Source: an optimization exercise on an open RTL-to-GDS flow (aim: small area, a short achievable clock period and few clock cycles). Production flows keep margins and buffers that such runs may drop.
Function was not checked in any run shown here: the RTL went through the layout flow alone.

===== config.mk =====
export PLATFORM = sky130hd
export DESIGN_NAME = fp4_fft
export DESIGN_NICKNAME = fp4_fft
export VERILOG_FILES = /design/flow/design.v
export SDC_FILE = /design/flow/constraint.sdc
export NUM_CORES = 4
export LEC_CHECK = 0
export ABC_AREA = 1
export CAP_MARGIN = 20
export CORE_MARGIN = 2
export CORE_UTILIZATION = 40
export CTS_BUF_LIST = sky130_fd_sc_hd__clkbuf_16
export CTS_CLUSTER_DIAMETER = 80
export CTS_CLUSTER_SIZE = 25
export SLEW_MARGIN = 20
export BUFFER_PORTS_ARGS = -buffer_cell sky130_fd_sc_hd__buf_4
export SETUP_SLACK_MARGIN = 15

===== constraint.sdc =====
create_clock -name core_clock -period 20.0 [get_ports {clk}]
set_input_delay 4.0000 -clock core_clock [delete_from_list [all_inputs] [get_ports {clk}]]
set_output_delay 4.0000 -clock core_clock [all_outputs]
set_load 0.01 [all_outputs]

===== design.v =====
module fp4_cmul_w(br, bi, widx, p_re, p_im);
  input [3:0] br;
  wire [3:0] br;
  input [3:0] bi;
  wire [3:0] bi;
  input [2:0] widx;
  wire [2:0] widx;
  output [3:0] p_re;
  wire [3:0] p_re;
  output [3:0] p_im;
  wire [3:0] p_im;
  wire _000_;
  wire _001_;
  wire _002_;
  wire _003_;
  wire _004_;
  wire _005_;
  wire _006_;
  wire _007_;
  wire _008_;
  wire _009_;
  wire _010_;
  wire _011_;
  wire _012_;
  wire _013_;
  wire _014_;
  wire _015_;
  wire _016_;
  wire _017_;
  wire _018_;
  wire _019_;
  wire _020_;
  wire _021_;
  wire _022_;
  wire _023_;
  wire _024_;
  wire _025_;
  wire _026_;
  wire _027_;
  wire _028_;
  wire _029_;
  wire _030_;
  wire _031_;
  wire _032_;
  wire _033_;
  wire _034_;
  wire _035_;
  wire _036_;
  wire _037_;
  wire _038_;
  wire _039_;
  wire _040_;
  wire _041_;
  wire _042_;
  wire _043_;
  wire _044_;
  wire _045_;
  wire _046_;
  wire _047_;
  wire _048_;
  wire _049_;
  wire _050_;
  wire _051_;
  wire _052_;
  wire _053_;
  wire _054_;
  wire _055_;
  wire _056_;
  wire _057_;
  wire _058_;
  wire _059_;
  wire _060_;
  wire _061_;
  wire _062_;
  wire _063_;
  wire _064_;
  wire _065_;
  wire _066_;
  wire _067_;
  wire _068_;
  wire _069_;
  wire _070_;
  wire _071_;
  wire _072_;
  wire _073_;
  wire _074_;
  wire _075_;
  wire _076_;
  wire _077_;
  wire _078_;
  wire _079_;
  wire _080_;
  wire _081_;
  wire _082_;
  wire _083_;
  wire _084_;
  wire _085_;
  wire _086_;
  wire _087_;
  wire _088_;
  wire _089_;
  wire _090_;
  wire _091_;
  wire _092_;
  wire _093_;
  wire _094_;
  wire _095_;
  wire _096_;
  wire _097_;
  wire _098_;
  wire _099_;
  wire _100_;
  wire _101_;
  wire _102_;
  wire _103_;
  wire _104_;
  wire _105_;
  wire _106_;
  wire _107_;
  wire _108_;
  wire _109_;
  wire _110_;
  wire _111_;
  wire _112_;
  wire _113_;
  wire _114_;
  wire _115_;
  wire _116_;
  wire _117_;
  wire _118_;
  wire _119_;
  wire _120_;
  wire _121_;
  wire _122_;
  wire _123_;
  wire _124_;
  wire _125_;
  wire _126_;
  wire _127_;
  wire _128_;
  wire _129_;
  wire _130_;
  wire _131_;
  wire _132_;
  wire _133_;
  wire _134_;
  wire _135_;
  wire _136_;
  wire _137_;
  wire _138_;
  wire _139_;
  wire _140_;
  wire _141_;
  wire _142_;
  wire _143_;
  wire _144_;
  wire _145_;
  wire _146_;
  wire _147_;
  wire _148_;
  wire _149_;
  wire _150_;
  wire _151_;
  wire _152_;
  wire _153_;
  wire _154_;
  wire _155_;
  wire _156_;
  wire _157_;
  wire _158_;
  wire _159_;
  wire _160_;
  wire _161_;
  wire _162_;
  wire _163_;
  wire _164_;
  wire _165_;
  wire _166_;
  wire _167_;
  wire _168_;
  wire _169_;
  wire _170_;
  wire _171_;
  wire _172_;
  wire _173_;
  wire _174_;
  wire _175_;
  wire _176_;
  wire _177_;
  wire _178_;
  wire _179_;
  wire _180_;
  wire _181_;
  wire _182_;
  wire _183_;
  wire _184_;
  wire _185_;
  wire _186_;
  wire _187_;
  wire _188_;
  wire _189_;
  wire _190_;
  wire _191_;
  wire _192_;
  wire _193_;
  wire _194_;
  wire _195_;
  wire _196_;
  wire _197_;
  wire _198_;
  wire _199_;
  wire _200_;
  wire _201_;
  wire _202_;
  wire _203_;
  wire _204_;
  wire _205_;
  wire _206_;
  wire _207_;
  wire _208_;
  wire _209_;
  wire _210_;
  wire _211_;
  wire _212_;
  wire _213_;
  wire _214_;
  wire _215_;
  wire _216_;
  wire _217_;
  wire _218_;
  wire _219_;
  wire _220_;
  wire _221_;
  wire _222_;
  wire _223_;
  wire _224_;
  wire _225_;
  wire _226_;
  wire _227_;
  wire _228_;
  wire _229_;
  wire _230_;
  wire _231_;
  wire _232_;
  wire _233_;
  wire _234_;
  wire _235_;
  wire _236_;
  wire _237_;
  wire _238_;
  wire _239_;
  wire _240_;
  wire _241_;
  wire _242_;
  wire _243_;
  wire _244_;
  wire _245_;
  wire _246_;
  wire _247_;
  wire _248_;
  wire _249_;
  wire _250_;
  wire _251_;
  wire _252_;
  wire _253_;
  wire _254_;
  wire _255_;
  wire _256_;
  wire _257_;
  wire _258_;
  wire _259_;
  wire _260_;
  wire _261_;
  wire _262_;
  wire _263_;
  wire _264_;
  wire _265_;
  wire _266_;
  wire _267_;
  wire _268_;
  wire _269_;
  wire _270_;
  wire _271_;
  wire _272_;
  wire _273_;
  wire _274_;
  wire _275_;
  wire _276_;
  wire _277_;
  wire _278_;
  wire _279_;
  wire _280_;
  wire _281_;
  wire _282_;
  wire _283_;
  wire _284_;
  wire _285_;
  wire _286_;
  wire _287_;
  wire _288_;
  wire _289_;
  wire _290_;
  wire _291_;
  wire _292_;
  wire _293_;
  wire _294_;
  wire _295_;
  wire _296_;
  wire _297_;
  wire _298_;
  wire _299_;
  wire [3:0] \a1.out ;
  wire [3:0] \a1.result ;
  wire [2:0] \a1.sig_l ;
  wire [2:0] \a1.sig_s ;
  wire [2:0] \a1.sig_s_unaligned ;
  wire \a1.sub ;
  wire [3:0] \m1.x ;
  wire [3:0] \m2.half ;
  wire [3:0] \m2.mhalf ;
  wire [3:0] \m2.x ;
  wire [3:0] \m3.half ;
  wire [3:0] \m3.x ;
  wire [3:0] \m4.half ;
  wire [3:0] \m4.x ;
  wire [3:0] \s1.out ;
  wire [3:0] \s1.result ;
  wire [2:0] \s1.sig_l ;
  wire [2:0] \s1.sig_s ;
  wire [2:0] \s1.sig_s_unaligned ;
  wire \s1.sub ;
  wire [2:0] \tw.idx ;
  assign _097_ = ~widx[2];
  assign _108_ = widx[1] & _097_;
  assign _119_ = _108_ & widx[0];
  assign _130_ = ~_119_;
  assign _141_ = ~widx[1];
  assign _152_ = _141_ & widx[2];
  assign _163_ = ~_152_;
  assign _174_ = _163_ & _130_;
  assign _183_ = ~widx[0];
  assign _194_ = _183_ & widx[1];
  assign _205_ = ~_194_;
  assign _216_ = _205_ & _174_;
  assign _226_ = _216_ & bi[1];
  assign _233_ = ~_226_;
  assign _234_ = _183_ & _141_;
  assign _235_ = ~_234_;
  assign _236_ = _235_ & bi[2];
  assign _237_ = ~_236_;
  assign _238_ = _237_ & _233_;
  assign _239_ = ~_238_;
  assign _240_ = _235_ & br[2];
  assign _241_ = ~_240_;
  assign _242_ = ~_174_;
  assign _243_ = _242_ & br[1];
  assign _244_ = ~_243_;
  assign _245_ = _244_ & _241_;
  assign _246_ = ~_245_;
  assign _247_ = _246_ & _239_;
  assign _248_ = ~_247_;
  assign _249_ = _235_ & br[1];
  assign _250_ = ~_249_;
  assign _251_ = _250_ & _174_;
  assign _252_ = ~_251_;
  assign _253_ = _252_ & br[2];
  assign _254_ = ~_253_;
  assign _255_ = ~_216_;
  assign _256_ = _235_ & bi[1];
  assign _257_ = ~_256_;
  assign _258_ = _257_ & _255_;
  assign _259_ = ~_258_;
  assign _260_ = _259_ & bi[2];
  assign _261_ = ~_260_;
  assign _262_ = _261_ & _254_;
  assign _263_ = _262_ & _248_;
  assign _264_ = ~_263_;
  assign _265_ = ~_262_;
  assign _266_ = _260_ & _253_;
  assign _267_ = ~_266_;
  assign _268_ = _267_ & _265_;
  assign _269_ = ~_268_;
  assign _270_ = _243_ & br[2];
  assign _271_ = ~_270_;
  assign _272_ = _216_ & bi[2];
  assign _273_ = _272_ & bi[1];
  assign _274_ = ~_273_;
  assign _275_ = _274_ & _271_;
  assign _276_ = _275_ & _269_;
  assign _277_ = ~_276_;
  assign _278_ = ~br[1];
  assign _279_ = _278_ & _183_;
  assign _280_ = ~_279_;
  assign _281_ = br[1] & widx[0];
  assign _282_ = ~_281_;
  assign _283_ = _282_ & bi[1];
  assign _284_ = _283_ & _280_;
  assign _285_ = ~_284_;
  assign _286_ = ~bi[1];
  assign _287_ = _281_ & _286_;
  assign _288_ = ~_287_;
  assign _289_ = _288_ & _285_;
  assign _290_ = _289_ & _247_;
  assign _291_ = ~_290_;
  assign _292_ = _242_ & br[0];
  assign _293_ = ~_292_;
  assign _294_ = _249_ & _245_;
  assign _295_ = ~_294_;
  assign _296_ = _295_ & _293_;
  assign _297_ = ~_296_;
  assign _298_ = _245_ & _238_;
  assign _299_ = _216_ & bi[0];
  assign _000_ = ~_299_;
  assign _001_ = _000_ & _257_;
  assign _002_ = ~_001_;
  assign _003_ = _002_ & _298_;
  assign _004_ = _003_ & _297_;
  assign _005_ = ~_004_;
  assign _006_ = _005_ & _291_;
  assign _007_ = ~_006_;
  assign _008_ = ~_272_;
  assign _009_ = _254_ & _239_;
  assign _010_ = ~_009_;
  assign _011_ = _010_ & _008_;
  assign _012_ = ~_011_;
  assign _013_ = _012_ & _000_;
  assign _014_ = ~_013_;
  assign _015_ = ~_003_;
  assign _016_ = _011_ & _015_;
  assign _017_ = _016_ & _296_;
  assign _018_ = ~_017_;
  assign _019_ = _018_ & _014_;
  assign _020_ = ~br[3];
  assign _021_ = _020_ & bi[3];
  assign _022_ = ~_021_;
  assign _023_ = ~bi[3];
  assign _024_ = br[3] & _023_;
  assign _025_ = ~_024_;
  assign _026_ = _025_ & _022_;
  assign _027_ = ~_026_;
  assign _028_ = _027_ & _019_;
  assign _029_ = ~_028_;
  assign _030_ = ~_019_;
  assign _031_ = _026_ & _030_;
  assign _032_ = ~_031_;
  assign _033_ = _032_ & _029_;
  assign _034_ = ~_033_;
  assign _035_ = _034_ & _007_;
  assign _036_ = ~_035_;
  assign _037_ = _036_ & _277_;
  assign _038_ = ~_037_;
  assign _039_ = _038_ & _247_;
  assign _040_ = ~_275_;
  assign _041_ = _026_ & _040_;
  assign _042_ = ~_041_;
  assign _043_ = _027_ & _275_;
  assign _044_ = ~_043_;
  assign _045_ = _044_ & _042_;
  assign _046_ = _045_ & _039_;
  assign _047_ = ~_046_;
  assign _048_ = _047_ & _264_;
  assign _049_ = ~_048_;
  assign _050_ = _030_ & _007_;
  assign _051_ = ~_050_;
  assign _052_ = _019_ & _006_;
  assign _053_ = ~_052_;
  assign _054_ = _053_ & _051_;
  assign _055_ = ~_054_;
  assign _056_ = _055_ & _298_;
  assign _057_ = ~_056_;
  assign _058_ = _057_ & _049_;
  assign p_im[2] = ~_058_;
  assign _059_ = _298_ & _262_;
  assign _060_ = _059_ & _036_;
  assign _061_ = ~_060_;
  assign _062_ = _061_ & _047_;
  assign _063_ = ~_062_;
  assign _064_ = _063_ & _054_;
  assign _065_ = ~_064_;
  assign _066_ = _262_ & _247_;
  assign _067_ = ~_066_;
  assign _068_ = _067_ & _065_;
  assign _069_ = _035_ & _040_;
  assign _070_ = ~_069_;
  assign _071_ = _037_ & _275_;
  assign _072_ = ~_071_;
  assign _073_ = _072_ & _070_;
  assign p_im[1] = _073_ & _068_;
  assign _074_ = ~_039_;
  assign _075_ = ~_059_;
  assign _076_ = _075_ & _055_;
  assign p_im[0] = _076_ & _074_;
  assign _077_ = _242_ & bi[1];
  assign _078_ = ~_077_;
  assign _079_ = _257_ & _174_;
  assign _080_ = _079_ & _236_;
  assign _081_ = ~_080_;
  assign _082_ = _081_ & _078_;
  assign _083_ = ~_082_;
  assign _084_ = _216_ & br[1];
  assign _085_ = ~_084_;
  assign _086_ = _085_ & _241_;
  assign _087_ = ~_086_;
  assign _088_ = ~_079_;
  assign _089_ = _088_ & bi[2];
  assign _090_ = ~_089_;
  assign _091_ = _090_ & _087_;
  assign _092_ = ~_091_;
  assign _093_ = _216_ & br[2];
  assign _094_ = ~_093_;
  assign _095_ = _094_ & _092_;
  assign _096_ = _095_ & _083_;
  assign _098_ = ~_096_;
  assign _099_ = ~_095_;
  assign _100_ = _250_ & _255_;
  assign _101_ = ~_100_;
  assign _102_ = _101_ & _085_;
  assign _103_ = ~_102_;
  assign _104_ = _103_ & _099_;
  assign _105_ = ~_104_;
  assign _106_ = _105_ & _098_;
  assign _107_ = _090_ & _082_;
  assign _109_ = _216_ & br[0];
  assign _110_ = ~_109_;
  assign _111_ = _086_ & _249_;
  assign _112_ = ~_111_;
  assign _113_ = _112_ & _110_;
  assign _114_ = ~_113_;
  assign _115_ = _087_ & _082_;
  assign _116_ = ~_289_;
  assign _117_ = _089_ & _116_;
  assign _118_ = _117_ & _115_;
  assign _120_ = ~_118_;
  assign _121_ = ~_115_;
  assign _122_ = _101_ & br[2];
  assign _123_ = ~_122_;
  assign _124_ = _123_ & _090_;
  assign _125_ = _124_ & _121_;
  assign _126_ = _125_ & _098_;
  assign _127_ = ~_126_;
  assign _128_ = _127_ & _120_;
  assign _129_ = ~_128_;
  assign _131_ = _129_ & _114_;
  assign _132_ = _242_ & bi[0];
  assign _133_ = ~_132_;
  assign _134_ = _107_ & _256_;
  assign _135_ = ~_134_;
  assign _136_ = _135_ & _133_;
  assign _137_ = ~_136_;
  assign _138_ = _137_ & _131_;
  assign _139_ = ~_138_;
  assign _140_ = _139_ & _107_;
  assign _142_ = ~_140_;
  assign _143_ = _142_ & _026_;
  assign _144_ = ~_143_;
  assign _145_ = ~_107_;
  assign _146_ = _087_ & _289_;
  assign _147_ = _146_ & _145_;
  assign _148_ = _113_ & _099_;
  assign _149_ = ~_148_;
  assign _150_ = ~_131_;
  assign _151_ = _150_ & _095_;
  assign _153_ = _151_ & _136_;
  assign _154_ = ~_153_;
  assign _155_ = _154_ & _149_;
  assign _156_ = _155_ & _147_;
  assign _157_ = ~_156_;
  assign _158_ = ~_147_;
  assign _159_ = ~_155_;
  assign _160_ = _159_ & _158_;
  assign _161_ = ~_160_;
  assign _162_ = _161_ & _157_;
  assign _164_ = _162_ & _139_;
  assign _165_ = ~_164_;
  assign _166_ = _165_ & _144_;
  assign _167_ = ~_166_;
  assign _168_ = _159_ & _026_;
  assign _169_ = ~_168_;
  assign _170_ = _169_ & _147_;
  assign _171_ = _170_ & _167_;
  assign _172_ = ~_171_;
  assign _173_ = _172_ & _128_;
  assign _175_ = ~_173_;
  assign _176_ = _175_ & _167_;
  assign _177_ = ~_176_;
  assign _178_ = _177_ & _106_;
  assign _179_ = ~_178_;
  assign _180_ = ~_106_;
  assign _181_ = _175_ & _180_;
  assign _182_ = ~_181_;
  assign p_re[1] = _182_ & _179_;
  assign p_re[0] = _173_ & _162_;
  assign _184_ = ~p_re[1];
  assign _185_ = ~_124_;
  assign _186_ = _144_ & _106_;
  assign _187_ = ~_186_;
  assign _188_ = _143_ & _180_;
  assign _189_ = ~_188_;
  assign _190_ = _189_ & _187_;
  assign _191_ = ~_190_;
  assign _192_ = _191_ & _175_;
  assign _193_ = ~_192_;
  assign _195_ = _193_ & _185_;
  assign _196_ = ~_195_;
  assign _197_ = _191_ & _124_;
  assign _198_ = _197_ & _176_;
  assign _199_ = ~_198_;
  assign _200_ = _199_ & _196_;
  assign _201_ = _200_ & _184_;
  assign _202_ = ~_201_;
  assign _203_ = ~_151_;
  assign _204_ = _203_ & _020_;
  assign _206_ = ~_204_;
  assign _207_ = _235_ & _023_;
  assign _208_ = ~_207_;
  assign _209_ = _234_ & bi[3];
  assign _210_ = ~_209_;
  assign _211_ = _210_ & _208_;
  assign _212_ = ~_211_;
  assign _213_ = _212_ & _151_;
  assign _214_ = ~_213_;
  assign _215_ = _214_ & _206_;
  assign p_re[3] = _215_ & _202_;
  assign _217_ = ~_068_;
  assign _218_ = _217_ & _058_;
  assign _219_ = ~_218_;
  assign _220_ = ~_016_;
  assign _221_ = _220_ & _023_;
  assign _222_ = ~_221_;
  assign _223_ = _235_ & br[3];
  assign _224_ = ~_223_;
  assign _225_ = _234_ & _020_;
  assign _227_ = ~_225_;
  assign _228_ = _227_ & _224_;
  assign _229_ = ~_228_;
  assign _230_ = _229_ & _016_;
  assign _231_ = ~_230_;
  assign _232_ = _231_ & _222_;
  assign p_im[3] = _232_ & _219_;
  assign p_re[2] = ~_200_;
  assign \s1.sub  = 1'h1;
  assign \s1.out  = p_re;
  assign \s1.sig_l [2] = 1'h0;
  assign \s1.sig_s_unaligned [2] = 1'h0;
  assign \s1.sig_s [2] = 1'h0;
  assign \s1.result  = p_re;
  assign \m4.x  = bi;
  assign \m4.half [2:0] = \m2.half [2:0];
  assign \m3.x  = br;
  assign \m3.half [3] = 1'hx;
  assign \a1.result  = p_im;
  assign \a1.sig_s [2] = 1'h0;
  assign \a1.sig_s_unaligned [2] = 1'h0;
  assign \m2.x  = bi;
  assign \m2.half [3] = 1'hx;
  assign \m2.mhalf [2:0] = \m2.half [2:0];
  assign \a1.sig_l [2] = 1'h0;
  assign \m1.x  = br;
  assign \tw.idx  = widx;
  assign \a1.out  = p_im;
  assign \a1.sub  = 1'h0;
endmodule
module fp4_cmul_w2(br, bi, w, p_re, p_im);
  input [3:0] br;
  wire [3:0] br;
  input [3:0] bi;
  wire [3:0] bi;
  input [1:0] w;
  wire [1:0] w;
  output [3:0] p_re;
  wire [3:0] p_re;
  output [3:0] p_im;
  wire [3:0] p_im;
  wire _000_;
  wire _001_;
  wire _002_;
  wire _003_;
  wire _004_;
  wire _005_;
  wire _006_;
  wire _007_;
  wire _008_;
  wire _009_;
  wire _010_;
  wire _011_;
  wire _012_;
  wire _013_;
  wire _014_;
  wire _015_;
  wire _016_;
  wire _017_;
  wire _018_;
  wire _019_;
  wire _020_;
  wire _021_;
  wire _022_;
  wire _023_;
  wire _024_;
  wire _025_;
  wire _026_;
  wire _027_;
  wire _028_;
  wire _029_;
  wire _030_;
  wire _031_;
  wire _032_;
  wire _033_;
  wire _034_;
  wire _035_;
  wire _036_;
  wire _037_;
  wire _038_;
  wire _039_;
  wire _040_;
  wire _041_;
  wire _042_;
  wire _043_;
  wire _044_;
  wire _045_;
  wire _046_;
  wire _047_;
  wire _048_;
  wire _049_;
  wire _050_;
  wire _051_;
  wire _052_;
  wire _053_;
  wire _054_;
  wire _055_;
  wire _056_;
  wire _057_;
  wire _058_;
  wire _059_;
  wire _060_;
  wire _061_;
  wire _062_;
  wire _063_;
  wire _064_;
  wire _065_;
  wire _066_;
  wire _067_;
  wire _068_;
  wire _069_;
  wire _070_;
  wire _071_;
  wire _072_;
  wire _073_;
  wire _074_;
  wire _075_;
  wire _076_;
  wire _077_;
  wire _078_;
  wire _079_;
  wire _080_;
  wire _081_;
  wire _082_;
  wire _083_;
  wire _084_;
  wire _085_;
  wire _086_;
  wire _087_;
  wire _088_;
  wire _089_;
  wire _090_;
  wire _091_;
  wire _092_;
  wire _093_;
  wire _094_;
  wire _095_;
  wire _096_;
  wire _097_;
  wire _098_;
  wire _099_;
  wire _100_;
  wire _101_;
  wire _102_;
  wire _103_;
  wire _104_;
  wire _105_;
  wire _106_;
  wire _107_;
  wire _108_;
  wire _109_;
  wire _110_;
  wire _111_;
  wire _112_;
  wire _113_;
  wire _114_;
  wire _115_;
  wire _116_;
  wire _117_;
  wire _118_;
  wire _119_;
  wire _120_;
  wire _121_;
  wire _122_;
  wire _123_;
  wire _124_;
  wire _125_;
  wire _126_;
  wire _127_;
  wire _128_;
  wire _129_;
  wire _130_;
  wire _131_;
  wire _132_;
  wire _133_;
  wire _134_;
  wire _135_;
  wire _136_;
  wire _137_;
  wire _138_;
  wire _139_;
  wire _140_;
  wire _141_;
  wire _142_;
  wire _143_;
  wire _144_;
  wire _145_;
  wire _146_;
  wire _147_;
  wire _148_;
  wire _149_;
  wire _150_;
  wire _151_;
  wire _152_;
  wire _153_;
  wire _154_;
  wire _155_;
  wire _156_;
  wire _157_;
  wire [3:0] \u.a1.out ;
  wire [3:0] \u.a1.result ;
  wire [2:0] \u.a1.sig_l ;
  wire [2:0] \u.a1.sig_s ;
  wire [2:0] \u.a1.sig_s_unaligned ;
  wire \u.a1.sub ;
  wire [3:0] \u.bi ;
  wire [3:0] \u.br ;
  wire [3:0] \u.m1.x ;
  wire [3:0] \u.m2.half ;
  wire [3:0] \u.m2.mhalf ;
  wire [3:0] \u.m2.x ;
  wire [3:0] \u.m3.half ;
  wire [3:0] \u.m3.x ;
  wire [3:0] \u.m4.half ;
  wire [3:0] \u.m4.x ;
  wire [3:0] \u.p_im ;
  wire [3:0] \u.p_re ;
  wire [3:0] \u.s1.out ;
  wire [3:0] \u.s1.result ;
  wire [2:0] \u.s1.sig_l ;
  wire [2:0] \u.s1.sig_s ;
  wire [2:0] \u.s1.sig_s_unaligned ;
  wire \u.s1.sub ;
  wire [2:0] \u.tw.idx ;
  wire [2:0] \u.widx ;
  assign _077_ = br[1] & br[2];
  assign _078_ = ~_077_;
  assign _079_ = bi[2] & bi[1];
  assign _080_ = ~_079_;
  assign _081_ = bi[2] & br[2];
  assign _082_ = ~_081_;
  assign _083_ = _082_ & _080_;
  assign _084_ = _083_ & _078_;
  assign _085_ = ~_084_;
  assign _086_ = _085_ & w[0];
  assign _087_ = ~_086_;
  assign _088_ = bi[1] & br[1];
  assign _089_ = ~_088_;
  assign _090_ = _089_ & w[0];
  assign _091_ = ~_090_;
  assign _092_ = _091_ & bi[2];
  assign _093_ = ~_092_;
  assign _094_ = ~br[3];
  assign _095_ = ~bi[3];
  assign _096_ = _095_ & _094_;
  assign _097_ = ~_096_;
  assign _098_ = bi[3] & br[3];
  assign _099_ = ~_098_;
  assign _100_ = _099_ & _097_;
  assign _101_ = ~bi[2];
  assign _102_ = _089_ & _101_;
  assign _103_ = ~_102_;
  assign _104_ = _103_ & _100_;
  assign _105_ = _104_ & _093_;
  assign _106_ = ~_105_;
  assign _107_ = ~br[2];
  assign _108_ = _101_ & _107_;
  assign _109_ = ~_108_;
  assign _110_ = _109_ & _082_;
  assign _111_ = ~_110_;
  assign _112_ = _111_ & w[0];
  assign _113_ = ~_112_;
  assign _114_ = ~bi[1];
  assign _115_ = ~w[0];
  assign _116_ = ~w[1];
  assign _117_ = _116_ & _115_;
  assign _118_ = _117_ & _114_;
  assign _119_ = ~_118_;
  assign _120_ = ~br[1];
  assign _121_ = w[1] & _115_;
  assign _122_ = _121_ & _120_;
  assign _123_ = ~_122_;
  assign _124_ = _123_ & _119_;
  assign _125_ = _124_ & _113_;
  assign _126_ = ~_125_;
  assign _127_ = _126_ & _106_;
  assign _128_ = _127_ & _086_;
  assign _129_ = ~_128_;
  assign _130_ = _114_ & _120_;
  assign _131_ = ~_130_;
  assign _132_ = _131_ & _089_;
  assign _133_ = _132_ & _112_;
  assign _134_ = ~_133_;
  assign _135_ = _117_ & br[0];
  assign _136_ = ~_135_;
  assign _137_ = _121_ & bi[0];
  assign _138_ = ~_137_;
  assign _139_ = _138_ & _136_;
  assign _140_ = _139_ & _134_;
  assign _141_ = _140_ & _129_;
  assign _142_ = ~_141_;
  assign _143_ = ~_100_;
  assign _144_ = _128_ & _143_;
  assign _145_ = ~_144_;
  assign _146_ = ~_127_;
  assign _147_ = _146_ & _087_;
  assign _148_ = ~_147_;
  assign _149_ = _148_ & _145_;
  assign _150_ = _131_ & _091_;
  assign _151_ = _150_ & _149_;
  assign _152_ = ~_151_;
  assign _153_ = ~_149_;
  assign _154_ = ~_132_;
  assign _155_ = _154_ & _115_;
  assign _156_ = ~_155_;
  assign _157_ = _156_ & _091_;
  assign _000_ = ~_157_;
  assign _001_ = _000_ & _153_;
  assign _002_ = ~_001_;
  assign _003_ = _002_ & _152_;
  assign _004_ = _003_ & _142_;
  assign _005_ = _004_ & _087_;
  assign _006_ = ~_005_;
  assign _007_ = _117_ & br[2];
  assign _008_ = ~_007_;
  assign _009_ = _121_ & bi[2];
  assign _010_ = ~_009_;
  assign _011_ = _010_ & _008_;
  assign _012_ = _100_ & _081_;
  assign _013_ = ~_012_;
  assign _014_ = _013_ & _086_;
  assign _015_ = ~_014_;
  assign _016_ = _015_ & _011_;
  assign _017_ = _016_ & _006_;
  assign p_re[2] = ~_017_;
  assign _018_ = _011_ & _004_;
  assign _019_ = ~_018_;
  assign _020_ = ~_003_;
  assign _021_ = _020_ & _087_;
  assign _022_ = ~_021_;
  assign _023_ = _022_ & _019_;
  assign p_re[1] = ~_023_;
  assign _024_ = ~_140_;
  assign p_re[0] = _019_ & _024_;
  assign _025_ = _117_ & bi[2];
  assign _026_ = ~_025_;
  assign _027_ = _121_ & br[2];
  assign _028_ = ~_027_;
  assign _029_ = _028_ & _026_;
  assign _030_ = _029_ & _127_;
  assign _031_ = _117_ & bi[0];
  assign _032_ = ~_031_;
  assign _033_ = _121_ & br[0];
  assign _034_ = ~_033_;
  assign _035_ = _034_ & _032_;
  assign _036_ = _035_ & _134_;
  assign _037_ = _036_ & _013_;
  assign _038_ = _037_ & _030_;
  assign _039_ = ~_038_;
  assign _040_ = _029_ & _153_;
  assign _041_ = ~_040_;
  assign p_im[2] = _041_ & _039_;
  assign _042_ = ~_030_;
  assign _043_ = _042_ & _149_;
  assign _044_ = ~_043_;
  assign p_im[1] = _044_ & _039_;
  assign _045_ = ~_036_;
  assign p_im[0] = _045_ & _042_;
  assign _046_ = _023_ & _017_;
  assign _047_ = ~_046_;
  assign _048_ = _080_ & br[2];
  assign _049_ = ~_048_;
  assign _050_ = _101_ & _114_;
  assign _051_ = ~_050_;
  assign _052_ = _051_ & w[0];
  assign _053_ = _052_ & _049_;
  assign _054_ = _053_ & _095_;
  assign _055_ = ~_054_;
  assign _056_ = _121_ & _095_;
  assign _057_ = ~_056_;
  assign _058_ = ~_053_;
  assign _059_ = ~_121_;
  assign _060_ = _059_ & br[3];
  assign _061_ = ~_060_;
  assign _062_ = _061_ & _058_;
  assign _063_ = _062_ & _057_;
  assign _064_ = ~_063_;
  assign _065_ = _064_ & _055_;
  assign p_re[3] = _065_ & _047_;
  assign _066_ = ~_117_;
  assign _067_ = _058_ & _066_;
  assign _068_ = ~_067_;
  assign _069_ = _068_ & bi[3];
  assign _070_ = ~_069_;
  assign _071_ = _094_ & _115_;
  assign _072_ = ~_071_;
  assign _073_ = _072_ & _062_;
  assign _074_ = ~_073_;
  assign _075_ = _074_ & _070_;
  assign _076_ = ~_075_;
  assign p_im[3] = _076_ & _039_;
  assign \u.s1.sig_l [2] = 1'h0;
  assign \u.s1.sig_s_unaligned [2] = 1'h0;
  assign \u.s1.sig_s [2] = 1'h0;
  assign \u.m2.x  = bi;
  assign \u.m2.half [3] = 1'hx;
  assign \u.m2.mhalf [2:0] = \u.m2.half [2:0];
  assign \u.s1.result  = p_re;
  assign \u.m3.half [3] = 1'hx;
  assign \u.m3.x  = br;
  assign \u.s1.out  = p_re;
  assign \u.m1.x  = br;
  assign \u.s1.sub  = 1'h1;
  assign \u.m4.half [2:0] = \u.m2.half [2:0];
  assign \u.m4.x  = bi;
  assign \u.tw.idx  = { w, 1'h0 };
  assign \u.p_im  = p_im;
  assign \u.p_re  = p_re;
  assign \u.widx  = { w, 1'h0 };
  assign \u.bi  = bi;
  assign \u.br  = br;
  assign \u.a1.result  = p_im;
  assign \u.a1.sig_s [2] = 1'h0;
  assign \u.a1.sig_s_unaligned [2] = 1'h0;
  assign \u.a1.sig_l [2] = 1'h0;
  assign \u.a1.out  = p_im;
  assign \u.a1.sub  = 1'h0;
endmodule
module fp4_addsub2(a, p, x, y);
  input [3:0] a;
  wire [3:0] a;
  input [3:0] p;
  wire [3:0] p;
  output [3:0] x;
  wire [3:0] x;
  output [3:0] y;
  wire [3:0] y;
  wire _000_;
  wire _001_;
  wire _002_;
  wire _003_;
  wire _004_;
  wire _005_;
  wire _006_;
  wire _007_;
  wire _008_;
  wire _009_;
  wire _010_;
  wire _011_;
  wire _012_;
  wire _013_;
  wire _014_;
  wire _015_;
  wire _016_;
  wire _017_;
  wire _018_;
  wire _019_;
  wire _020_;
  wire _021_;
  wire _022_;
  wire _023_;
  wire _024_;
  wire _025_;
  wire _026_;
  wire _027_;
  wire _028_;
  wire _029_;
  wire _030_;
  wire _031_;
  wire _032_;
  wire _033_;
  wire _034_;
  wire _035_;
  wire _036_;
  wire _037_;
  wire _038_;
  wire _039_;
  wire _040_;
  wire _041_;
  wire _042_;
  wire _043_;
  wire _044_;
  wire _045_;
  wire _046_;
  wire _047_;
  wire _048_;
  wire _049_;
  wire _050_;
  wire _051_;
  wire _052_;
  wire _053_;
  wire _054_;
  wire _055_;
  wire _056_;
  wire _057_;
  wire _058_;
  wire _059_;
  wire _060_;
  wire _061_;
  wire _062_;
  wire _063_;
  wire _064_;
  wire _065_;
  wire _066_;
  wire _067_;
  wire _068_;
  wire _069_;
  wire _070_;
  wire _071_;
  wire _072_;
  wire _073_;
  wire _074_;
  wire _075_;
  wire _076_;
  wire _077_;
  wire _078_;
  wire _079_;
  wire _080_;
  wire _081_;
  wire _082_;
  wire _083_;
  wire _084_;
  wire _085_;
  wire _086_;
  wire _087_;
  wire _088_;
  wire _089_;
  wire _090_;
  wire _091_;
  wire _092_;
  wire _093_;
  wire _094_;
  wire _095_;
  wire _096_;
  wire _097_;
  wire _098_;
  wire _099_;
  wire _100_;
  wire _101_;
  wire _102_;
  wire _103_;
  wire _104_;
  wire _105_;
  wire _106_;
  wire _107_;
  wire _108_;
  wire _109_;
  wire _110_;
  wire _111_;
  wire _112_;
  wire _113_;
  wire _114_;
  wire _115_;
  wire _116_;
  wire _117_;
  wire _118_;
  wire _119_;
  wire _120_;
  wire _121_;
  wire _122_;
  wire _123_;
  wire _124_;
  wire _125_;
  wire _126_;
  wire _127_;
  wire _128_;
  wire _129_;
  wire _130_;
  wire _131_;
  wire _132_;
  wire _133_;
  wire _134_;
  wire _135_;
  wire _136_;
  wire _137_;
  wire _138_;
  wire _139_;
  wire _140_;
  wire _141_;
  wire _142_;
  wire _143_;
  wire _144_;
  wire _145_;
  wire _146_;
  wire _147_;
  wire _148_;
  wire _149_;
  wire _150_;
  wire _151_;
  wire _152_;
  wire _153_;
  wire _154_;
  wire _155_;
  wire _156_;
  wire _157_;
  wire _158_;
  wire [2:0] \u_d.x ;
  wire [2:0] \u_d.y ;
  wire [2:0] \u_s.x ;
  wire [2:0] \u_s.y ;
  wire [2:0] xm;
  wire [2:0] ym;
  assign _066_ = ~p[2];
  assign _075_ = ~a[1];
  assign _079_ = _075_ & p[1];
  assign _080_ = ~_079_;
  assign _081_ = _080_ & _066_;
  assign _082_ = ~_081_;
  assign _083_ = ~a[2];
  assign _084_ = ~p[1];
  assign _085_ = a[1] & _084_;
  assign _086_ = ~_085_;
  assign _087_ = _086_ & _083_;
  assign _088_ = ~_087_;
  assign _089_ = _088_ & _082_;
  assign _090_ = ~_089_;
  assign _091_ = _088_ & a[0];
  assign _092_ = ~_091_;
  assign _093_ = _082_ & p[0];
  assign _094_ = ~_093_;
  assign _095_ = _094_ & _092_;
  assign _096_ = ~_095_;
  assign _097_ = _096_ & _090_;
  assign _098_ = ~_097_;
  assign _099_ = ~p[0];
  assign _100_ = a[2] & _066_;
  assign _101_ = ~_100_;
  assign _102_ = _083_ & _066_;
  assign _103_ = ~_102_;
  assign _104_ = a[2] & p[2];
  assign _105_ = ~_104_;
  assign _106_ = _105_ & _103_;
  assign _107_ = ~_106_;
  assign _108_ = _086_ & p[0];
  assign _109_ = ~_108_;
  assign _110_ = _109_ & _080_;
  assign _111_ = _110_ & _107_;
  assign _112_ = ~_111_;
  assign _113_ = _112_ & _101_;
  assign _114_ = _113_ & _099_;
  assign _115_ = ~_114_;
  assign _116_ = ~_113_;
  assign _117_ = ~a[0];
  assign _118_ = _086_ & p[2];
  assign _119_ = ~_118_;
  assign _120_ = _119_ & _117_;
  assign _121_ = _120_ & _116_;
  assign _122_ = ~_121_;
  assign _123_ = _122_ & _115_;
  assign _124_ = ~_123_;
  assign _125_ = _124_ & _089_;
  assign _126_ = ~_125_;
  assign _127_ = p[0] & a[0];
  assign _128_ = _075_ & _084_;
  assign _129_ = _128_ & a[2];
  assign _130_ = ~_129_;
  assign _131_ = a[1] & p[1];
  assign _132_ = _131_ & _083_;
  assign _133_ = ~_132_;
  assign _134_ = _133_ & _130_;
  assign _135_ = ~_134_;
  assign _136_ = _135_ & _127_;
  assign _137_ = ~_136_;
  assign _138_ = _137_ & _126_;
  assign _139_ = ~_138_;
  assign _140_ = ~a[3];
  assign _141_ = _140_ & p[3];
  assign _142_ = ~_141_;
  assign _143_ = ~p[3];
  assign _144_ = a[3] & _143_;
  assign _145_ = ~_144_;
  assign _146_ = _145_ & _142_;
  assign _147_ = ~_146_;
  assign _148_ = _147_ & _139_;
  assign _149_ = ~_148_;
  assign _150_ = _149_ & _098_;
  assign y[0] = ~_150_;
  assign _151_ = _125_ & _106_;
  assign _152_ = ~_151_;
  assign _153_ = _122_ & _107_;
  assign _154_ = ~_153_;
  assign _155_ = _154_ & _128_;
  assign _156_ = ~_155_;
  assign _157_ = _131_ & _107_;
  assign _158_ = ~_157_;
  assign _000_ = a[1] & a[0];
  assign _001_ = ~_000_;
  assign _002_ = p[0] & p[1];
  assign _003_ = ~_002_;
  assign _004_ = _003_ & _001_;
  assign _005_ = ~_004_;
  assign _006_ = _005_ & _104_;
  assign _007_ = ~_006_;
  assign _008_ = _007_ & _158_;
  assign _009_ = _008_ & _156_;
  assign _010_ = _009_ & _152_;
  assign _011_ = _010_ & _147_;
  assign _012_ = ~_011_;
  assign _013_ = ~_127_;
  assign _014_ = _099_ & _117_;
  assign _015_ = ~_014_;
  assign _016_ = _015_ & _013_;
  assign _017_ = _016_ & _128_;
  assign _018_ = ~_017_;
  assign _019_ = ~_128_;
  assign _020_ = _019_ & _090_;
  assign _021_ = ~_020_;
  assign _022_ = _021_ & _018_;
  assign _023_ = _022_ & _010_;
  assign _024_ = ~_023_;
  assign _025_ = ~_010_;
  assign _026_ = _086_ & _080_;
  assign _027_ = _026_ & _025_;
  assign _028_ = ~_027_;
  assign _029_ = _028_ & _024_;
  assign _030_ = _029_ & _146_;
  assign _031_ = ~_030_;
  assign _032_ = _031_ & _012_;
  assign y[1] = ~_032_;
  assign _033_ = _146_ & _139_;
  assign _034_ = ~_033_;
  assign _035_ = _034_ & _098_;
  assign x[0] = ~_035_;
  assign _036_ = _010_ & _146_;
  assign _037_ = ~_036_;
  assign _038_ = _029_ & _147_;
  assign _039_ = ~_038_;
  assign _040_ = _039_ & _037_;
  assign x[1] = ~_040_;
  assign _041_ = _018_ & _102_;
  assign _042_ = ~_041_;
  assign _043_ = _042_ & _008_;
  assign _044_ = ~_043_;
  assign _045_ = _044_ & _134_;
  assign _046_ = ~_045_;
  assign _047_ = _046_ & _147_;
  assign _048_ = ~_047_;
  assign _049_ = ~_016_;
  assign _050_ = _049_ & _157_;
  assign _051_ = ~_050_;
  assign _052_ = _128_ & _104_;
  assign _053_ = ~_052_;
  assign _054_ = _053_ & _042_;
  assign _055_ = _054_ & _051_;
  assign _056_ = _055_ & _152_;
  assign _057_ = _056_ & _146_;
  assign _058_ = ~_057_;
  assign _059_ = _058_ & _048_;
  assign y[2] = ~_059_;
  assign _060_ = _059_ & _032_;
  assign _061_ = ~_060_;
  assign _062_ = _113_ & p[3];
  assign _063_ = ~_062_;
  assign _064_ = _116_ & _140_;
  assign _065_ = ~_064_;
  assign _067_ = _065_ & _063_;
  assign y[3] = _067_ & _061_;
  assign _068_ = _046_ & _146_;
  assign _069_ = ~_068_;
  assign _070_ = _056_ & _147_;
  assign _071_ = ~_070_;
  assign _072_ = _071_ & _069_;
  assign x[2] = ~_072_;
  assign _073_ = _072_ & _040_;
  assign _074_ = ~_073_;
  assign _076_ = _113_ & _143_;
  assign _077_ = ~_076_;
  assign _078_ = _077_ & _065_;
  assign x[3] = _078_ & _074_;
  assign \u_s.y  = p[2:0];
  assign \u_s.x  = a[2:0];
  assign \u_d.y  = p[2:0];
  assign \u_d.x  = a[2:0];
  assign ym = y[2:0];
  assign xm = x[2:0];
endmodule
module fp4_butterfly(
    input [7:0] A,
    input [7:0] B,
    input [2:0] widx,
    output [7:0] X,
    output [7:0] Y
);
    wire [3:0] p_re, p_im;
    fp4_cmul_w cm (.br(B[7:4]), .bi(B[3:0]), .widx(widx), .p_re(p_re), .p_im(p_im));
    fp4_addsub2 xr (.a(A[7:4]), .p(p_re), .x(X[7:4]), .y(Y[7:4]));
    fp4_addsub2 xi (.a(A[3:0]), .p(p_im), .x(X[3:0]), .y(Y[3:0]));
endmodule
module fp4_butterfly_w2(
    input [7:0] A,
    input [7:0] B,
    input [1:0] w,
    output [7:0] X,
    output [7:0] Y
);
    wire [3:0] p_re, p_im;
    fp4_cmul_w2 cm (.br(B[7:4]), .bi(B[3:0]), .w(w), .p_re(p_re), .p_im(p_im));
    fp4_addsub2 xr (.a(A[7:4]), .p(p_re), .x(X[7:4]), .y(Y[7:4]));
    fp4_addsub2 xi (.a(A[3:0]), .p(p_im), .x(X[3:0]), .y(Y[3:0]));
endmodule
module fp4_z(
    input [3:0] x,
    output [3:0] y
);
    wire sub = (x[2:1] == 2'b00);
    assign y = {x[3] & (x[2:0] != 3'b000), x[2] | (sub & x[0]), x[1] | (sub & x[0]), x[0] & ~sub};
endmodule
module fp4_butterfly_w0(
    input [7:0] A,
    input [7:0] B,
    output [7:0] X,
    output [7:0] Y
);
    wire [3:0] p_re, p_im;
    fp4_z zr (.x(B[7:4]), .y(p_re));
    fp4_z zi (.x(B[3:0]), .y(p_im));
    fp4_addsub2 xr (.a(A[7:4]), .p(p_re), .x(X[7:4]), .y(Y[7:4]));
    fp4_addsub2 xi (.a(A[3:0]), .p(p_im), .x(X[3:0]), .y(Y[3:0]));
endmodule
module fp4_butterfly_w08(
    input [7:0] A,
    input [7:0] B,
    input w8,
    output [7:0] X,
    output [7:0] Y
);
    wire [3:0] zr, zi;
    fp4_z u_r (.x(B[7:4]), .y(zr));
    fp4_z u_i (.x(B[3:0]), .y(zi));
    wire [3:0] p_re = w8 ? {zi[3] ^ (zi != 4'h0), zi[2:0]} : zr;
    wire [3:0] p_im = w8 ? zr : zi;
    fp4_addsub2 xr (.a(A[7:4]), .p(p_re), .x(X[7:4]), .y(Y[7:4]));
    fp4_addsub2 xi (.a(A[3:0]), .p(p_im), .x(X[3:0]), .y(Y[3:0]));
endmodule
module sdf_stage #(
    parameter D = 8
)(
    input wire clk,
    input wire en,
    input wire phase,
    input wire [7:0] s_in,
    input wire [7:0] X,
    input wire [7:0] Y,
    output wire [7:0] A,
    output wire [7:0] s_out
);
    reg [8*D-1:0] dl;  
    assign A = dl[8*D-1 -: 8];
    generate
        if (D == 1) begin : g1
            always @(posedge clk)
                if (en) dl <= phase ? Y : s_in;
        end else begin : gn
            always @(posedge clk)
                if (en) dl <= {dl[8*(D-1)-1:0], phase ? Y : s_in};
        end
    endgenerate
    assign s_out = phase ? X : A;
endmodule
module fp4_fft #(
    parameter MAX_N = 32,
    parameter ADDR_WIDTH = $clog2(MAX_N)
)(
    input wire clk,
    input wire rst,
    input wire start,
    input wire [ADDR_WIDTH-1:0] N,  
    output reg done,
    output reg error,
    input wire [7:0] data_in,  
    input wire data_in_valid,  
    output reg [7:0] data_out,  
    output reg data_out_valid,  
    output reg fft_ready  
);
    reg n16, n8;
    always @(posedge clk) begin
        n16 <= (N == 5'd16);
        n8 <= (N == 5'd8);
    end
    wire [3:0] mask = n16 ? 4'hf : n8 ? 4'h7 : 4'h3;
    function [14:0] stage_ctl;
        input [3:0] x;
        input m16, m8;
        reg [3:0] l0, l1, l2, l3, l4, l5, cm, r;
        reg hi4;
        begin
            l0 = x - 4'd1;
            l1 = x - 4'd9;
            l2 = x - 4'd14;
            l3 = x - 4'd1;
            l4 = x - 4'd2;
            l5 = x - 4'd9;
            hi4 = m16 ? l4[3] : m8 ? l4[2] : l4[1];
            cm = x & (m16 ? 4'hf : m8 ? 4'h7 : 4'h3);
            r = m16 ? 4'd11 : m8 ? 4'd7 : 4'd1;
            stage_ctl[14] = m16 & l0[3];
            stage_ctl[13] = (m16 | m8) & l1[2];
            stage_ctl[12] = l2[1];
            stage_ctl[11] = l3[0];
            stage_ctl[10] = m16 & l1[3];
            stage_ctl[9:8] = m16 ? {l2[2], l2[3]} : m8 ? {l2[2], 1'b0} : 2'b00;
            stage_ctl[7:5] = m16 ? {l3[1], l3[2], l3[3]} : m8 ? {l3[1], l3[2], 1'b0} : {l3[1], 2'b00};
            stage_ctl[4] = hi4 & ~l4[0];
            stage_ctl[3] = m16 & l5[2] & ~l5[1];
            stage_ctl[2] = (cm >= r);
            stage_ctl[1] = (cm == r - 4'd1);
            stage_ctl[0] = 1'b0;
        end
    endfunction
    reg in_frame;  
    reg [3:0] c;  
    reg [5:0] fv;  
    reg en;  
    reg [14:0] ctl;  
    reg rdy;  
    wire start_now = data_in_valid & ~in_frame & rdy;
    wire adv = in_frame ? data_in_valid : 1'b1;
    wire [3:0] cur = start_now ? 4'd0 : c;
    wire last = in_frame & data_in_valid & ((c & mask) == mask);
    wire wrap = adv & ((cur & mask) == mask);
    wire in_frame_n = start_now | (in_frame & ~last);
    wire [3:0] c_n = adv ? cur + 4'd1 : c;
    wire last_slot = ((c & mask) == mask);
    wire wrap_next = (((c + 4'd1) & mask) == 4'd0);
    wire rdy_n = in_frame ? (data_in_valid & last_slot) : (~(data_in_valid & rdy) & wrap_next);
    wire [14:0] ctl_inc = stage_ctl(c + 4'd1, n16, n8);
    wire [14:0] ctl_one = stage_ctl(4'd1, N == 5'd16, N == 5'd8);
    always @(posedge clk)
        ctl <= ~adv ? ctl : start_now ? ctl_one : ctl_inc;
    wire ph8 = ctl[14], ph4 = ctl[13], ph2 = ctl[12], ph1 = ctl[11];
    wire k4 = ctl[10];
    wire [1:0] k2 = ctl[9:8];
    wire [2:0] k1 = ctl[7:5];
    wire cond1 = ctl[4], cond2 = ctl[3];
    wire out_v = n16 ? (ctl[2] ? fv[0] : fv[1]) : n8 ? (ctl[2] ? fv[1] : fv[2]) : (ctl[2] ? fv[4] : fv[5]);
    wire [5:0] keep = n16 ? 6'b000011 : n8 ? 6'b000111 : 6'b111111;
    always @(posedge clk or negedge rst) begin
        if (!rst) begin
            in_frame <= 1'b0;
            c <= 4'hf;  
            fv <= 6'b000000;
            fft_ready <= 1'b0;
            rdy <= 1'b0;
            en <= 1'b0;
        end else begin
            in_frame <= in_frame_n;
            c <= c_n;
            en <= adv;
            fft_ready <= rdy_n;  
            rdy <= rdy_n;
            if (wrap)
                fv <= {fv[4:0], in_frame} & keep;
            else if (en & ctl[1]) begin
                if (n16) fv[1] <= 1'b0;
                else if (n8) fv[2] <= 1'b0;
                else fv[5] <= 1'b0;
            end
        end
    end
    reg [7:0] in_reg, o4, o2;
    wire [7:0] s8, s4, s2, s1;
    wire [7:0] a8, a4, a2, a1, x8, y8, x4, y4, x2, y2, x1, y1;
    wire [7:0] b4 = s8;
    wire [7:0] b2 = o4;
    fp4_butterfly_w0 bf8 (.A(a8), .B(in_reg), .X(x8), .Y(y8));
    fp4_butterfly_w08 bf4 (.A(a4), .B(b4), .w8(k4), .X(x4), .Y(y4));
    fp4_butterfly_w2 bf2 (.A(a2), .B(b2), .w(k2), .X(x2), .Y(y2));
    fp4_butterfly bf1 (.A(a1), .B(o2), .widx(k1), .X(x1), .Y(y1));
    sdf_stage #(.D(8)) st8 (.clk(clk), .en(en), .phase(ph8), .s_in(in_reg),
                            .X(x8), .Y(y8), .A(a8), .s_out(s8));
    sdf_stage #(.D(4)) st4 (.clk(clk), .en(en), .phase(ph4), .s_in(b4),
                            .X(x4), .Y(y4), .A(a4), .s_out(s4));
    sdf_stage #(.D(2)) st2 (.clk(clk), .en(en), .phase(ph2), .s_in(b2),
                            .X(x2), .Y(y2), .A(a2), .s_out(s2));
    sdf_stage #(.D(1)) st1 (.clk(clk), .en(en), .phase(ph1), .s_in(o2),
                            .X(x1), .Y(y1), .A(a1), .s_out(s1));
    reg [55:0] rv1;
    reg [15:0] rv2;
    wire [7:0] tap1 = n16 ? rv1[55:48] : n8 ? rv1[23:16] : rv1[7:0];
    wire [7:0] q1 = cond1 ? s1 : tap1;
    wire [7:0] q2 = cond2 ? q1 : rv2[15:8];
    always @(posedge clk) begin
        in_reg <= data_in;
        data_out <= q2;
    end
    always @(posedge clk) begin
        done <= last;
        error <= start & ((N == 5'd0) | ((N & (N - 5'd1)) != 5'd0));
        data_out_valid <= en & out_v;
    end
    always @(posedge clk) begin
        if (en) begin
            o4 <= s4;
            o2 <= s2;
            rv1 <= {rv1[47:0], cond1 ? tap1 : s1};
            rv2 <= {rv2[7:0], cond2 ? rv2[15:8] : q1};
        end
    end
endmodule

===== flow/run.sh =====
#!/bin/bash
set -e
echo "export BUFFER_PORTS_ARGS = -buffer_cell sky130_fd_sc_hd__buf_4" >> "$FLOW_CONFIG"
echo "export SETUP_SLACK_MARGIN = 15" >> "$FLOW_CONFIG"
bash standard.sh > standard_flow.log 2>&1

===== standard.sh =====
#!/bin/bash
# synth_recipe.tcl (not shown) runs the flow's synth.tcl, then flattens the netlist and writes it again
# the make line also repeats each setting of config.mk as NAME=value (left out here)
make -C /OpenROAD-flow-scripts/flow DESIGN_CONFIG=/design/flow/config.mk WORK_HOME=/design/flow/orfs CLKGATE_MAP_FILE= SYNTH_SCRIPT=/design/flow/synth_recipe.tcl "${@:-finish}"

==> results of run 1 <==
-- cell usage after synthesis, types with 2 or more instances --
cell type	number	area [sq um]
a21boi_0	6	45.0
a21oi_1	41	205
a221oi_1	9	78.8
a22o_1	8	70.1
a22oi_1	12	90.1
a31oi_1	11	68.8
a31oi_2	2	25.0
and2_1	3	18.8
buf_2	7	35.0
clkbuf_1	14	52.6
dfrtp_1	9	225
dfstp_2	4	105
dfxtp_1	21	420
edfxtp_1	221	6640
ha_1	75	938
inv_1	207	777
inv_2	8	30.0
mux2i_1	6	60.1
nand2_1	415	1560
nand2_2	12	75.1
nand3_1	86	430
nand3_2	7	70.1
nand3b_1	2	15.0
nand4_1	10	62.6
nor2_1	81	304
nor2_2	5	31.3
nor3_1	7	35.0
o211ai_1	6	45.0
o21a_1	3	22.5
o21ai_0	110	551
o21ai_1	13	65.1
o21ai_2	10	87.6
o21bai_1	2	15.0
o22ai_1	19	119
o32ai_1	4	35.0
or2_1	2	12.5
or2_2	2	12.5
xnor2_1	6	52.6
xor2_1	13	114
xor2_2	3	48.8
-- logic make-up after synthesis --
| logic type | count (synthesis) | share of synthesized area |
|---|---|---|
| DFF | 255 | 0.534 |
| adders and majority gates | 75 | 0.0678 |
| muxes | 6 | 0.00434 |
| xor gates and xnor gates | 22 | 0.0156 |
| buffers and inverters | 238 | 0.0652 |
| AOI/OAI and AO/OA | 267 | 0.119 |
| and+or+nand+nor | 638 | 0.194 |
-- per-layer routing --
layer / vias to the layer above / part of all wire / track usage
li1: 5142 / - / -
met1: 4764 / 0.51 / 0.244
met2: 195 / 0.43 / 0.250
met3: 29 / 0.038 / 0.0175
met4: 0 / 0.014 / 0.0331
met5: - / 0 / 0
-- timing repair --
action,4_1_cts,5_1_grt
pin swaps,0,1
buffers inserted,2,7
resized for setup,2,14
gates cloned,1,0
endpoints found under the setup margin,10,30
-- final timing paths --
check / end / from / cells after the start / slack [ns]
worst max-delay path: fft_ready / fft_ready / 1 / 14.94
worst max register to register: st4.dl[3] / in_reg[5] / 28 / 15.54
min in group asynchronous: fft_ready / rst / 1 / 3.32
max in group asynchronous: c[2] / rst / 1 / 16.44
worst min-delay path: st8.dl[15] / st8.dl[7] / 0 / 0.42
worst min register to register: st8.dl[15] / st8.dl[7] / 0 / 0.42
-- cell type report --
type | count | area share
Timing Repair Buffer | 40 | 0.0199
Clock inverter | 11 | 0.00624
Inverter | 216 | 0.0534
Clock buffer | 17 | 0.0279
Multi-Input combinational cell | 1008 | 0.370
Sequential cell | 255 | 0.485
Timing Repair inverter | 1 | 0.000328
Tap cell | 455 | 0.0373
-- per-stage QoR --
stage,instances,hold slack (ns)
after floorplan,1501,0.400
after global routing,2003,0.432
after global placement,1965,0.400
final,2003,0.415
after CTS,1996,0.414
after detailed placement,1965,0.405
==> results.json, run 1 <==
{
  "cts_root_buf": "clkbuf_16",
  "largest_registers": "st8.dl (64), rv1 (56), st4.dl (32)",
  "layout_commonest_cell": "nand2_1",
  "cpPeakStageDelay_ns": 0.43,
  "rsz0062_at_grt": "yes",
  "cts_tree": "built",
  "skew_ns": 0.0190,
  "fin_tns_setup_ns": 0,
  "critical-path-top-delay-family": "flip-flops",
  "portBuffers": 28,
  "multi_input_area_sq_um": 5640,
  "worstSetupPathType": "flop to output port",
  "largest_reg_flops": 64,
  "syn_inst": 1501,
  "hp-class": "flop to flop",
  "critPathRequiredTime_ns": 16.00,
  "drtPass1Iterations": 5,
  "clock_sinks": 255,
  "avgSynthCellArea_sq_um": 9.22,
  "cap_violations": 0,
  "nFillCells": 3270,
  "hold_viol_final": 0,
  "layout_common_cells": "413 x nand2_1, 221 x edfxtp_1, 208 x inv_1",
  "core_area_sq_um": 34300,
  "drc": 0,
  "clk_latency_ns": 0.51,
  "synth-edff-count": 221,
  "ys_async_sr_fraction": 0.0510,
  "grt_pass1_wl_microns": 48200,
  "setup_ws_ns": 14.94,
  "syn-cell-area_sq_um": 13800,
  "syn_nets": 1593,
  "fmax_mhz": 198,
  "start_util": 0.403,
  "crit_fanout": 2,
  "status": "timing/DRC/antenna clean",
  "drt-initial-drc-count": 803,
  "dp_hpwl_microns": 20200,
  "io_pins": 29,
  "grt_max_degree": 80,
  "grt_pass1_vias": 9683,
  "die-height_microns": 190,
  "vias": 10100,
  "finalWirelength_microns": 28600,
  "min_period_ns": 5.06,
  "critPathCaptureType": "output port",
  "numCtsBuffers": 16,
  "drv_slew": 0,
  "antenna_cells": 0,
  "worstSetupStartpointType": "flop",
  "clockBufferDepth": 3,
  "critPathSlowestCell": "dfrtp_2",
  "ant_nets": 0,
  "regMostFlops": "st8.dl",
  "crit_chain": "buf_6",
  "seq_area_sq_um": 7390,
  "cts_hold_buf": 0,
  "stdcell_area_sq_um": 15200,
  "rows": 68,
  "synth_cell_type_count": 59,
  "synth-warning-count": 5,
  "overflow": 0,
  "htree_num_levels": 1,
  "synth_seq_cells": 255,
  "clkTransAtPathRegs_ns": 0.10,
  "routabilityCongestion": 0.871,
  "post-route-period-util": 0.253,
  "ys.flop_type": "edfxtp_1",
  "layout-drive-gt1-share": 0.0937,
  "yosysSeqAreaShare": 0.534,
  "wl_per_cell_microns": 14.3,
  "grt_use_total": 0.161,
  "grt_antenna_before_repair": 0,
  "final_nets": 1630,
  "viasPerCell": 5.06,
  "max_slew_margin": 0.268,
  "path_buf_inv": 1,
  "die_x_microns": 190,
  "placed_area_sq_um": 14600,
  "setup-violations-final": 0,
  "dieArea_sq_um": 36100,
  "areaGrowthSynthToFinish_pct": 10.2,
  "cp_data_arrival_time_ns": 1.06,
  "worst_pin_slew_ns": 1.09,
  "post-place-ws_ns": 14.63,
  "utilization": 0.445
}
==> run 2: changes to the inputs <==
--- a/design.v
+++ b/design.v
@@ -1511,10 +1511,10 @@
             l1 = x - 4'd9;
             l2 = x - 4'd14;
-            l3 = x - 4'd1;
-            l4 = x - 4'd2;
-            l5 = x - 4'd9;
+            l3 = x - 4'd0;
+            l4 = x - 4'd1;
+            l5 = x - 4'd8;
             hi4 = m16 ? l4[3] : m8 ? l4[2] : l4[1];
             cm = x & (m16 ? 4'hf : m8 ? 4'h7 : 4'h3);
-            r = m16 ? 4'd11 : m8 ? 4'd7 : 4'd1;
+            r = m16 ? 4'd10 : m8 ? 4'd6 : 4'd0;
             stage_ctl[14] = m16 & l0[3];
             stage_ctl[13] = (m16 | m8) & l1[2];
@@ -1527,5 +1527,5 @@
             stage_ctl[3] = m16 & l5[2] & ~l5[1];
             stage_ctl[2] = (cm >= r);
-            stage_ctl[1] = (cm == r - 4'd1);
+            stage_ctl[1] = (cm == ((r - 4'd1) & (m16 ? 4'hf : m8 ? 4'h7 : 4'h3)));
             stage_ctl[0] = 1'b0;
         end
@@ -1533,9 +1533,8 @@
     reg in_frame;  
     reg [3:0] c;  
-    reg [5:0] fv;  
+    reg [4:0] fv;  
     reg en;  
     reg [14:0] ctl;  
-    reg rdy;  
-    wire start_now = data_in_valid & ~in_frame & rdy;
+    wire start_now = data_in_valid & ~in_frame & fft_ready;
     wire adv = in_frame ? data_in_valid : 1'b1;
     wire [3:0] cur = start_now ? 4'd0 : c;
@@ -1546,5 +1545,4 @@
     wire last_slot = ((c & mask) == mask);
     wire wrap_next = (((c + 4'd1) & mask) == 4'd0);
-    wire rdy_n = in_frame ? (data_in_valid & last_slot) : (~(data_in_valid & rdy) & wrap_next);
     wire [14:0] ctl_inc = stage_ctl(c + 4'd1, n16, n8);
     wire [14:0] ctl_one = stage_ctl(4'd1, N == 5'd16, N == 5'd8);
@@ -1556,13 +1554,15 @@
     wire [2:0] k1 = ctl[7:5];
     wire cond1 = ctl[4], cond2 = ctl[3];
-    wire out_v = n16 ? (ctl[2] ? fv[0] : fv[1]) : n8 ? (ctl[2] ? fv[1] : fv[2]) : (ctl[2] ? fv[4] : fv[5]);
-    wire [5:0] keep = n16 ? 6'b000011 : n8 ? 6'b000111 : 6'b111111;
+    wire out_v = n16 ? (ctl[2] ? fv[0] : fv[1]) : n8 ? (ctl[2] ? fv[1] : fv[2]) : fv[4];
+    wire [4:0] keep = n16 ? 5'b00011 : n8 ? 5'b00111 : 5'b11111;
     always @(posedge clk or negedge rst) begin
         if (!rst) begin
             in_frame <= 1'b0;
             c <= 4'hf;  
-            fv <= 6'b000000;
+            fv <= 5'b00000;
             fft_ready <= 1'b0;
-            rdy <= 1'b0;
+            done <= 1'b0;
+            error <= 1'b0;
+            data_out_valid <= 1'b0;
             en <= 1'b0;
         end else begin
@@ -1570,16 +1570,17 @@
             c <= c_n;
             en <= adv;
-            fft_ready <= rdy_n;  
-            rdy <= rdy_n;
+            fft_ready <= in_frame ? (data_in_valid & last_slot) : (~(data_in_valid & fft_ready) & wrap_next);
+            done <= last;
+            error <= start & ((N == 5'd0) | ((N & (N - 5'd1)) != 5'd0));
+            data_out_valid <= en & out_v;
             if (wrap)
-                fv <= {fv[4:0], in_frame} & keep;
+                fv <= {fv[3:0], in_frame} & keep;
             else if (en & ctl[1]) begin
                 if (n16) fv[1] <= 1'b0;
                 else if (n8) fv[2] <= 1'b0;
-                else fv[5] <= 1'b0;
             end
         end
     end
-    reg [7:0] in_reg, o4, o2;
+    reg [7:0] in_reg, o4;
     wire [7:0] s8, s4, s2, s1;
     wire [7:0] a8, a4, a2, a1, x8, y8, x4, y4, x2, y2, x1, y1;
@@ -1589,5 +1590,5 @@
     fp4_butterfly_w08 bf4 (.A(a4), .B(b4), .w8(k4), .X(x4), .Y(y4));
     fp4_butterfly_w2 bf2 (.A(a2), .B(b2), .w(k2), .X(x2), .Y(y2));
-    fp4_butterfly bf1 (.A(a1), .B(o2), .widx(k1), .X(x1), .Y(y1));
+    fp4_butterfly bf1 (.A(a1), .B(s2), .widx(k1), .X(x1), .Y(y1));
     sdf_stage #(.D(8)) st8 (.clk(clk), .en(en), .phase(ph8), .s_in(in_reg),
                             .X(x8), .Y(y8), .A(a8), .s_out(s8));
@@ -1596,5 +1597,5 @@
     sdf_stage #(.D(2)) st2 (.clk(clk), .en(en), .phase(ph2), .s_in(b2),
                             .X(x2), .Y(y2), .A(a2), .s_out(s2));
-    sdf_stage #(.D(1)) st1 (.clk(clk), .en(en), .phase(ph1), .s_in(o2),
+    sdf_stage #(.D(1)) st1 (.clk(clk), .en(en), .phase(ph1), .s_in(s2),
                             .X(x1), .Y(y1), .A(a1), .s_out(s1));
     reg [55:0] rv1;
@@ -1603,19 +1604,12 @@
     wire [7:0] q1 = cond1 ? s1 : tap1;
     wire [7:0] q2 = cond2 ? q1 : rv2[15:8];
-    always @(posedge clk) begin
+    always @(posedge clk)
         in_reg <= data_in;
-        data_out <= q2;
-    end
-    always @(posedge clk) begin
-        done <= last;
-        error <= start & ((N == 5'd0) | ((N & (N - 5'd1)) != 5'd0));
-        data_out_valid <= en & out_v;
-    end
     always @(posedge clk) begin
         if (en) begin
             o4 <= s4;
-            o2 <= s2;
             rv1 <= {rv1[47:0], cond1 ? tap1 : s1};
             rv2 <= {rv2[7:0], cond2 ? rv2[15:8] : q1};
+            data_out <= q2;
         end
     end
==> run 2 against run 1 <==
  * Still clean
  * Die area fell by 1.2%
  * Synthesized area fell by 1.2%
  * Sequential share of layout area fell by 6.7 points
  * Flip-flop and latch count fell by 8
  * Critical endpoint is now rv2[6]
==> results.json, run 2 <==
{
  "routed.top_layer": "met4",
  "crit_fanout": 5,
  "max_slew_margin": 0.341,
  "viasPerCell": 5.12,
  "cts_root_buf": "clkbuf_16",
  "holdPathStages": 0,
  "syn-cell-area_sq_um": 13700,
  "dpl.cell_count": 1952,
  "synth_cell_type_count": 59,
  "cp_data_arrival_time_ns": 6.43,
  "rr_worst_depth": 51,
  "cpPeakStageDelay_ns": 0.45,
  "antenna_cells": 0,
  "critPathRequiredTime_ns": 20.22,
  "setup-violations-final": 0,
  "drt-initial-drc-count": 838,
  "synth.top_cell.area_share": 0.488,
  "hp-start": "st8.dl[32]",
  "hold_viol_final": 0,
  "hp-class": "flop to flop",
  "critPathSlowestCell": "edfxtp_1",
  "worstHoldEndpoint": "st8.dl[40]",
  "cts_hold_buf": 0,
  "vias": 10900,
  "synth-edff-count": 222,
  "layout_commonest_cell": "nand2_1",
  "rrSetupSlack_ns": 13.79,
  "dp_hpwl_microns": 20300,
  "synth_seq_cells": 247,
  "clkTransAtPathRegs_ns": 0.10,
  "synth_area_leader_cell": "edfxtp_1",
  "overflow": 0,
  "post-route-period-util": 0.311,
  "clock_sinks": 247,
  "grt_antenna_before_repair": 0,
  "r2r-start": "o4[5]",
  "grt_pass1_vias": 10300,
  "rr_endpoint": "rv2[6]",
  "wl_met2_microns": 15200,
  "layout-drive-gt1-share": 0.305,
  "ys_async_sr_fraction": 0.0607,
  "syn_nets": 1586,
  "final_cell_count_no_fill": 2136,
  "drtPass1Iterations": 5,
  "grt_use_total": 0.171,
  "status": "timing/DRC/antenna clean",
  "regMostFlops": "st8.dl",
  "fmax_mhz": 161,
  "wl_per_cell_microns": 15.3,
  "ys.flop_type": "edfxtp_1",
  "skew_ns": 0.0190,
  "rows": 67,
  "yosysMostFrequentCell": "nand2_1",
  "min_period_ns": 6.21,
  "cts_tree": "built",
  "clk_latency_ns": 0.49,
  "portBuffers": 28,
  "multi_input_area_sq_um": 6670,
  "largest_reg_flops": 64,
  "die-height_microns": 189,
  "seq_area_sq_um": 7260,
  "core_area_sq_um": 33600,
  "final_nets": 1774,
  "synthTopCellsByArea": "edfxtp_1 49%, nand2_1 10%, ha_1 7.0%"
}
==> run 2: repair_timing <==
action / CTS / global route
hold endpoints to repair: 0 / 0
pin swaps: 85 / 87
setup buffers: 123 / 38
endpoints found under the setup margin: 60 / 65
resized for setup: 133 / 172
==> run 2: cell type report <==
type,count,area share
sequential,247,0.418
timing repair buffer,192,0.0916
clock inverter,8,0.00281
clock buffer,15,0.0216
tap,448,0.0323
multi-input combinational,999,0.384
inverter,227,0.0496
==> run 2: cell families (layout without fill, tap and decap cells) <==
logic type / count (synthesis) / after routing / share of synthesized area
compound gates: 295 / 295 / 0.126
buf+inv: 247 / 442 / 0.0687
fa+ha+maj: 76 / 76 / 0.0696
simple gates: 609 / 609 / 0.191
xor+xnor: 15 / 15 / 0.0113
flops: 247 / 247 / 0.530
mux: 4 / 4 / 0.00293
==> run 2: how the worst max path moves through the flow <==
stage,start,to,slack (ns),cells past startpoint
2_1_floorplan,o4[6],data_out[7],14.56,52
3_3_place_gp,o4[6],data_out[6],13.74,53
3_5_place_dp,o4[6],data_out[6],13.59,57
4_1_cts,o4[6],st2.dl[7],14.04,47
5_1_grt,o4[5],rv2[6],13.38,48
6_report,o4[5],rv2[6],13.79,51
==> run 2: critical path: cells and delay by family, from the launching register on <==
kind	cells	cell delay, ns
compound gates	5	0.61
buf+inv	4	0.33
flops	1	0.45
fa+ha+maj	3	0.66
simple gates	39	3.84
==> run 2: routing by layer <==
layer,GRT usage,up-vias
li1,-,5423
met1,0.245,5176
met2,0.280,253
met3,0.0148,78
met4,0.0478,0
met5,0,-
==> run 2: stage by stage <==
stage	area (sq um)	hold WS [ns]	setup slack (ns)
finish	17400	0.411	13.79
global route	17400	0.413	13.38
CTS	16500	0.408	14.04
detailed placement	14700	0.405	13.59
global placement	14700	0.400	13.74
floorplan	13900	0.400	14.56

separate check: timing with driven ports:
The flow's constraints put no driver on any port. The routed layouts listed below were extracted and timed again, unchanged, in two steps. Step 1: set_driving_cell puts a clkbuf_16 on clk and a buf_2 on each other input, an assumption about the parent block. Step 2, shift: input delay + t, output delay - t, t = (earliest + latest rising clock arrival at the registers) / 2. This alone moves slack from input paths to output paths. Slacks: ideal / step 1 / step 2; pairs: ideal / step 1.
| run | t (ns) | setup slack, ns | hold WS [ns] | worst setup path at the end |
|---|---|---|---|---|
| run 1 | 0.550 | 14.940 / 14.891 / 14.692 | 0.415 / 0.415 / 0.415 | input to register |
| run 2 | 0.529 | 13.786 / 13.786 / 13.786 | 0.411 / 0.411 / 0.411 | register to register |
After both steps setup and hold are still met in every run listed. The setup slack of run 1, which loses most, moves by -0.049 ns with the drivers and by -0.248 ns with both steps.
